This is an optimization exercise on Yosys and OpenROAD, whose aim is small area, not a production implementation. In this exercise RTL edits were held to simulation tests only and were not proved equivalent to the original.

`run.sh`:
```
#!/bin/bash
# synth_recipe.tcl (not shown) runs the flow's synth.tcl, then flattens the netlist and writes it again
# the make line also repeats each setting of config.mk as NAME=value (left out here)
make -C /OpenROAD-flow-scripts/flow DESIGN_CONFIG=/design/flow/config.mk WORK_HOME=/design/flow/orfs CLKGATE_MAP_FILE= SYNTH_SCRIPT=/design/flow/synth_recipe.tcl finish
```
`config.mk`:
```
export PLATFORM = sky130hd
export DESIGN_NAME = angle_display
export DESIGN_NICKNAME = angle_display
export VERILOG_FILES = /design/flow/design.v
export SDC_FILE = /design/flow/constraint.sdc
export NUM_CORES = 4
export LEC_CHECK = 0
export CAP_MARGIN = 20
export CORE_MARGIN = 2
export CORE_UTILIZATION = 40
export SLEW_MARGIN = 20
```
`constraint.sdc`:
```
create_clock -name core_clock -period 40.0 [get_ports {clk}]
set_input_delay 8.0000 -clock core_clock [delete_from_list [all_inputs] [get_ports {clk}]]
set_output_delay 8.0000 -clock core_clock [all_outputs]
set_load 0.01 [all_outputs]
```
`design.v`:
```
module hex_to_angle (
	input clk,
	input init,                  
	input sweep,                 
	input [7:0] i,
	input [7:0] m,               
	input s,                     
	input zero,                  
	output reg hun,              
	output reg [3:0] ten,
	output reg [3:0] uni
);
	function [255:0] step_table;
		input neg;
		integer k;
		begin
			for (k = 0; k < 256; k = k + 1)
				if (neg)
					step_table[k] = (k < 255) &&
						(((899*(k+1) + 2295) / 2550) != ((899*k + 2295) / 2550));
				else
					step_table[k] = ((6*(k+1)) / 17) != ((6*k) / 17);
		end
	endfunction
	localparam [255:0] STEP_POS = step_table(1'b0);
	localparam [255:0] STEP_NEG = step_table(1'b1);
	wire below = (i < m);
	wire inc = sweep && !zero && (s ? (!below && STEP_NEG[i]) : (below && STEP_POS[i]));
	always @(posedge clk)
	begin
		if (init)
		begin
			hun <= 1'b0;
			ten <= (s && !zero) ? 4'd0 : 4'd9;
			uni <= 4'd0;
		end
		else if (inc)
		begin
			if (uni == 4'd9)
			begin
				uni <= 4'd0;
				if (ten == 4'd9)
				begin
					ten <= 4'd0;
					hun <= 1'b1;
				end
				else
					ten <= ten + 4'd1;
			end
			else
				uni <= uni + 4'd1;
		end
	end
endmodule
module hvsync_generator(
	input clk,
	input rst,
	output reg [9:0] hd,
	output reg [9:0] vd,
	output frame_end,
	output hsync,
	output vsync
);
	wire hd_end = (hd == 10'd800);
	always @(posedge clk)
	begin
		if (rst)
		begin
			hd <= 10'd800;
			vd <= 10'd525;
		end
		else
		begin
			hd <= hd_end ? 10'd0 : hd + 10'd1;
			if (hd_end)
				vd <= (vd == 10'd525) ? 10'd0 : vd + 10'd1;
		end
	end
	assign frame_end = (hd == 10'd799) && (vd == 10'd525);
	assign hsync = ~((hd > 10'd656) && (hd < 10'd752));
	assign vsync = ~(vd == 10'd491);
endmodule
module VGADemo (
	input [9:0] cx,
	input [9:0] cy,
	input hun,
	input [3:0] ten,
	input [3:0] uni,
	output text
);
	function [7:0] font;
		input [3:0] code;    
		input [2:0] row;
		begin
			font = 8'h00;
			case (code)
				4'd0: case (row) 0: font = 8'b0011_1100; 1: font = 8'b0100_0110; 2: font = 8'b0100_1010; 3: font = 8'b0101_0010; 4: font = 8'b0110_0010; 5: font = 8'b0100_0010; 6: font = 8'b0011_1100; default: font = 8'h00; endcase
				4'd1: case (row) 0: font = 8'b0001_1000; 1: font = 8'b0010_1000; 2: font = 8'b0100_1000; 3: font = 8'b0000_1000; 4: font = 8'b0000_1000; 5: font = 8'b0000_1000; 6: font = 8'b0111_1110; default: font = 8'h00; endcase
				4'd2: case (row) 0: font = 8'b0011_1100; 1: font = 8'b0100_0010; 2: font = 8'b0000_0010; 3: font = 8'b0000_1100; 4: font = 8'b0011_0000; 5: font = 8'b0100_0000; 6: font = 8'b0111_1110; default: font = 8'h00; endcase
				4'd3: case (row) 0: font = 8'b0011_1100; 1: font = 8'b0100_0010; 2: font = 8'b0000_0010; 3: font = 8'b0001_1100; 4: font = 8'b0000_0010; 5: font = 8'b0100_0010; 6: font = 8'b0011_1100; default: font = 8'h00; endcase
				4'd4: case (row) 0: font = 8'b0000_0100; 1: font = 8'b0000_1100; 2: font = 8'b0001_0100; 3: font = 8'b0010_0100; 4: font = 8'b0111_1110; 5: font = 8'b0000_0100; 6: font = 8'b0000_0100; default: font = 8'h00; endcase
				4'd5: case (row) 0: font = 8'b0111_1110; 1: font = 8'b0100_0000; 2: font = 8'b0111_1100; 3: font = 8'b0000_0010; 4: font = 8'b0000_0010; 5: font = 8'b0100_0010; 6: font = 8'b0011_1100; default: font = 8'h00; endcase
				4'd6: case (row) 0: font = 8'b0011_1100; 1: font = 8'b0100_0000; 2: font = 8'b0111_1100; 3: font = 8'b0100_0010; 4: font = 8'b0100_0010; 5: font = 8'b0100_0010; 6: font = 8'b0011_1100; default: font = 8'h00; endcase
				4'd7: case (row) 0: font = 8'b0111_1110; 1: font = 8'b0000_0010; 2: font = 8'b0000_0100; 3: font = 8'b0000_1000; 4: font = 8'b0001_0000; 5: font = 8'b0010_0000; 6: font = 8'b0010_0000; default: font = 8'h00; endcase
				4'd8: case (row) 0: font = 8'b0011_1100; 1: font = 8'b0100_0010; 2: font = 8'b0100_0010; 3: font = 8'b0011_1100; 4: font = 8'b0100_0010; 5: font = 8'b0100_0010; 6: font = 8'b0011_1100; default: font = 8'h00; endcase
				4'd9: case (row) 0: font = 8'b0011_1100; 1: font = 8'b0100_0010; 2: font = 8'b0100_0010; 3: font = 8'b0011_1110; 4: font = 8'b0000_0010; 5: font = 8'b0000_0010; 6: font = 8'b0011_1100; default: font = 8'h00; endcase
				4'd10: case (row) 0: font = 8'b1000_0001; 1: font = 8'b0100_0010; 2: font = 8'b0010_0100; 3: font = 8'b0001_1000; 4: font = 8'b0010_0100; 5: font = 8'b0100_0010; 6: font = 8'b1000_0001; default: font = 8'h00; endcase
				4'd11: case (row) 0: font = 8'b1000_0001; 1: font = 8'b0100_0010; 2: font = 8'b0010_0100; 3: font = 8'b0001_1000; 4: font = 8'b0001_1000; 5: font = 8'b0001_1000; 6: font = 8'b0001_1000; default: font = 8'h00; endcase
				4'd12: case (row) 0: font = 8'b1111_1111; 1: font = 8'b0000_0010; 2: font = 8'b0000_0100; 3: font = 8'b0000_1000; 4: font = 8'b0001_0000; 5: font = 8'b0010_0000; 6: font = 8'b1111_1111; default: font = 8'h00; endcase
				4'd13: case (row) 1: font = 8'b0001_1000; 2: font = 8'b0001_1000; 4: font = 8'b0001_1000; 5: font = 8'b0001_1000; default: font = 8'h00; endcase
				default: font = 8'h00;
			endcase
		end
	endfunction
	wire line_x = (cy >= 10'd100) && (cy < 10'd108);
	wire line_y = (cy >= 10'd120) && (cy < 10'd128);
	wire line_z = (cy >= 10'd140) && (cy < 10'd148);
	wire [2:0] row = line_y ? cy[2:0] : (cy[2:0] ^ 3'd4);
	wire c_letter = (cx >= 10'd100) && (cx < 10'd108);
	wire c_colon  = (cx >= 10'd110) && (cx < 10'd118);
	wire c_hun    = (cx[9:3] == 7'd15);    
	wire c_ten    = (cx[9:3] == 7'd16);    
	wire c_uni    = (cx[9:3] == 7'd17);    
	reg [3:0] code;
	reg [2:0] col;
	reg show;
	always @(*)
	begin
		code = 4'd0;
		col = cx[2:0];
		show = 1'b0;
		if (c_letter)
		begin
			code = line_x ? 4'd10 : (line_y ? 4'd11 : 4'd12);
			col = cx[2:0] ^ 3'd4;
			show = 1'b1;
		end
		else if (c_colon)
		begin
			code = 4'd13;
			col = cx[2:0] - 3'd6;
			show = 1'b1;
		end
		else if (c_hun)
		begin
			code = 4'd1;
			show = hun;
		end
		else if (c_ten)
		begin
			code = ten;
			show = hun || (ten != 4'd0);
		end
		else if (c_uni)
		begin
			code = uni;
			show = 1'b1;
		end
	end
	wire [7:0] bits = font(code, row);
	assign text = (line_x || line_y || line_z) && show && bits[3'd7 - col];
endmodule
module angle_display (
	input clk,
	input rst,
	input [7:0] x_hex,
	input x_neg,
	input [7:0] y_hex,
	input y_neg,
	input [7:0] z_hex,
	input z_neg,
	output [2:0] pixel,
	output hsync,
	output vsync
);
	wire [9:0] hd, vd;
	wire frame_end;
	hvsync_generator HVSYNC (
		.clk(clk),
		.rst(rst),
		.hd(hd),
		.vd(vd),
		.frame_end(frame_end),
		.hsync(hsync),
		.vsync(vsync)
	);
	reg [7:0] abs_x, abs_y, abs_z;
	reg neg_x, neg_y, neg_z;
	reg zero;
	always @(posedge clk)
	begin
		if (rst)
			zero <= 1'b1;
		else if (frame_end)
			zero <= 1'b0;
		if (frame_end)
		begin
			abs_x <= x_hex;
			abs_y <= y_hex;
			abs_z <= z_hex;
			neg_x <= x_neg;
			neg_y <= y_neg;
			neg_z <= z_neg;
		end
	end
	wire [7:0] m = vd[5] ? (vd[4] ? abs_y : abs_x) : abs_z;
	wire s = vd[5] ? (vd[4] ? neg_y : neg_x) : neg_z;
	wire hun;
	wire [3:0] ten, uni;
	hex_to_angle CONV (
		.clk(clk),
		.init(hd[9:8] == 2'b01),
		.sweep(hd[9:8] == 2'b10),
		.i(hd[7:0]),
		.m(m),
		.s(s),
		.zero(zero),
		.hun(hun),
		.ten(ten),
		.uni(uni)
	);
	wire text;
	VGADemo TEXT (
		.cx(hd),
		.cy(vd),
		.hun(hun),
		.ten(ten),
		.uni(uni),
		.text(text)
	);
	assign pixel = {3{text}};
endmodule
```
==> results_dict.tcl <==
set metrics [dict create \
    drt-initial-drc-count 314 \
    postLayoutSetupSlackWorst_ns 27.13 \
    vdd.ir_drop.worst_mv 0.0237 \
    maxClockFrequency_mhz 77.7 \
    timing.reg2reg.worst_path_depth 10 \
    critPathMaxFanout 15 \
    cts_hold_buffers 0 \
    via_count 4631 \
    dieHeight_microns 113 \
    synth.lib_cells_used.distinct 73 \
    syn-num-nets 637 \
    worst_setup_path_end_kind "primary output" \
    synth.yosys.warnings 4 \
    timing_worst_slew_pin_value_ns 0.849 \
    n_antenna_cell 0 \
    drtPass1Iterations 18 \
    vias_in_the_first_global_route 4305 \
    place.detailed.hpwl_microns 9910 \
    drt-total-wl_microns 13500 \
    register_to_register_setup_slack_ns 35.72 \
    fp.coreArea_sq_um 11500 \
    clk_root_buffer_cell "clkbuf_16" \
    finalClockSkew_ns 0.00777 \
    outcome "no timing/DRC/antenna violations" \
    hp-class "reg -> reg" \
    gpl.final_weighted_congestion 0.927 \
    setup_viol_count_final 0 \
    cts.htree.levels 3 \
    initial_core_utilization_pct 41.4 \
    finalCritPeriodShare_pct 32.2 \
    boundaryPins 34 \
    drt_drc_violations_left 0 \
    number_of_flops_mapped_to_enable_cells_by_yosys 31 \
    place_ws_ns 27.59 \
    clk_path_buf_depth 2 \
    worstHoldPathCells 1 \
    ys_ff_latch 57 \
    utilization_pct 47.2 \
    core.rowCount 39 \
    synth-seq-area-share_pct 30.5 \
    die-area_sq_um 12800 \
    tritoncts "done" \
    final.setup.tns_ns 0 \
    drv.max_cap_violation_count 0 \
    via_per_inst 6.25 \
    timing.critical_path.required_ns 32.00 \
    hold_violations 0 \
    cts_setup_buffers 0 \
    synth.top_cells.by_area "edfxtp_1, dfxtp_1, ha_1, nor2_1, nand2_1" \
    drive_above_1_share_pct 7.19 \
    grt_setup_unrepaired "no" \
    cp_data_arrival_time_ns 4.87 \
    grt_pass1_wl_microns 21700 \
    timing.slew.headroom_pct 43.0 \
    timing.final.crit_period_ns 12.87 \
    detailed_route_wire_length_per_cell_microns 18.2 \
    ys_async_sr_fraction_pct 0 \
    powerDensity_nw_per_um2 51.2 \
    postSynth.topFlopCell "edfxtp_1" \
    p_leak_nw 1.86 \
    io_buffers 33 \
    die_w_microns 113 \
    drtAntennaViolNets 0 \
    hold-worst-slack_ns 0.535 \
    overflow 0 \
    worst_skew_pair.late_latency_ns 0.33 \
    start_kind "register" \
    antenna_found_initial 0 \
    netlist.area_leader.share_pct 19.5 \
    numClockSinks 57 \
    finish.net_count 642 \
    fillCellCount 1123 \
    postSynthCellCount 588 \
    synth.largest_area_cell "edfxtp_1" \
    cts-buffers-inserted 9 \
    finalMaxSlewViolations 0 \
    tot_pwr_uw 278 \
    post_synthesis_instance_area_sq_um 4760 \
    maximum_number_of_pins_on_one_net_before_global_route_repair 49 \
    grt_usage_pct 21.2 \
    timing_worst_setup_path_type "reg -> out" \
    mean_area_per_synthesized_cell_sq_um 8.10 \
    areaGrowthSynthToFinish_pct 14.0 \
    path_clk_slew_ns 0.06 \
    post_cts_resize_count 0 \
]
## report_power, final
| part | internal [mW] | switching (mW) | total, mW |
|---|---|---|---|
| Combinational | 0.0442 | 0.0710 | 0.115 |
| Clock | 0.0494 | 0.0299 | 0.0793 |
| Sequential | 0.0688 | 0.0146 | 0.0834 |
| Total | 0.162 | 0.115 | 0.278 |
## flip-flops by register name, indices dropped and copies added, names as in the netlist, 4 cells and up
signal	flops
HVSYNC.hd	10
HVSYNC.vd	10
abs_x	8
abs_y	8
abs_z	8
CONV.ten	4
CONV.uni	4
## metrics by stage
step	instance area (sq um)	instances
finish	5430	741
global route	5430	741
CTS	5430	741
detailed placement	5120	725
global placement	5120	725
floorplan	4760	588
## layout by cell type (no fill, tap or decap), drive strengths merged, types with 8 or more instances in the layout
cell	n
inv	20
ha	20
nand2	53
a21o	8
o21ai	33
nor2b	12
xnor2	13
nor2	59
dfxtp	26
nand3	22
clkbuf	9
nor3	19
mux2i	15
nand4	11
clkdlybuf4s50	33
nand2b	11
a21oi	33
or3	8
edfxtp	31
a211oi	21
## synth_stat cells (6+ instances only)
| cell type | instances |
|---|---|
| buf_2 | 15 |
| mux2i_1 | 15 |
| nand2b_1 | 11 |
| nor3_1 | 18 |
| inv_1 | 16 |
| o22ai_1 | 7 |
| a211o_1 | 6 |
| or3_1 | 8 |
| or2_2 | 7 |
| a211oi_1 | 18 |
| xor2_1 | 7 |
| nor2b_1 | 12 |
| a21oi_1 | 33 |
| o21ai_0 | 33 |
| nor2_1 | 59 |
| clkbuf_1 | 20 |
| buf_1 | 7 |
| nand3_1 | 22 |
| ha_1 | 20 |
| nor4_1 | 6 |
| nand2_1 | 53 |
| xnor2_1 | 13 |
| dfxtp_1 | 26 |
| nand4_1 | 11 |
| edfxtp_1 | 31 |
| a21o_1 | 8 |
## cell families (layout without fill, tap and decap cells)
logic type,count (synthesis),count (layout),share of synthesized area [%]
adders and majority gates,20,20,5.25
AOI/OAI and AO/OA,171,171,25.1
muxes,15,15,3.15
DFF,57,57,30.5
buffers and inverters,62,72,5.67
and+or+nand+nor,243,243,26.7
xor gates and xnor gates,20,20,3.68
## cell type report
type / count / area [sq um] / share of cell area (%)
Clock buffer: 9 / 225 / 4.15
Clock inverter: 7 / 85.1 / 1.57
Inverter: 16 / 60.1 / 1.11
Multi-Input combinational cell: 469 / 3050 / 56.1
Sequential cell: 57 / 1450 / 26.7
Tap cell: 143 / 179 / 3.29
Timing Repair Buffer: 40 / 383 / 7.05
## layer usage
metal | track usage (%) | part of all wire, %
met2 | 35.6 | 48
met3 | 3.05 | 5.7
met4 | 11.1 | 4.0
met5 | 0 | 0
met1 | 26.3 | 42
## worst max-delay path: stages (launching register included)
cell and delay, ns:
dfxtp_1 0.77, nor2b_1 0.20, o22ai_1 0.26, a21oi_1 0.20, nor2_1 0.64, nand2_1 0.20
o311ai_0 0.57, a211o_1 0.19, a32oi_1 0.09, a2111oi_0 0.74, clkdlybuf4s50_1 0.67
## path summary, 6_finish.rpt
path,from,to
worst min-delay path,CONV.hun,CONV.hun
worst max-delay path,HVSYNC.hd[0],pixel[1]
worst min register to register,CONV.hun,CONV.hun
worst max register to register,HVSYNC.hd[0],CONV.ten[3]

-- port drivers added, routing unchanged --
No port has a modelled driver above. Below, the same layout with a new extraction and two added sets of constraints. Step 1: set_driving_cell puts a clkbuf_16 on clk and a buf_2 on each other input, an assumption about the parent block. Step 2, shift: input delay + t, output delay - t, t = (earliest + latest rising clock arrival at the registers) / 2. This alone moves slack from input paths to output paths. Three values: ideal ports, drivers, drivers and shift; two values: the first two.
shift t [ns]: 0.369
setup slack, ns: 27.130 / 27.090 / 27.459
worst hold slack (ns): 0.535 / 0.535 / 0.535
latest minus earliest clock arrival (ns): 0.008 / 0.008
After both steps this run still meets setup and hold. For this run, drivers alone change the setup slack by -0.040 ns; drivers and shift together by +0.329 ns.
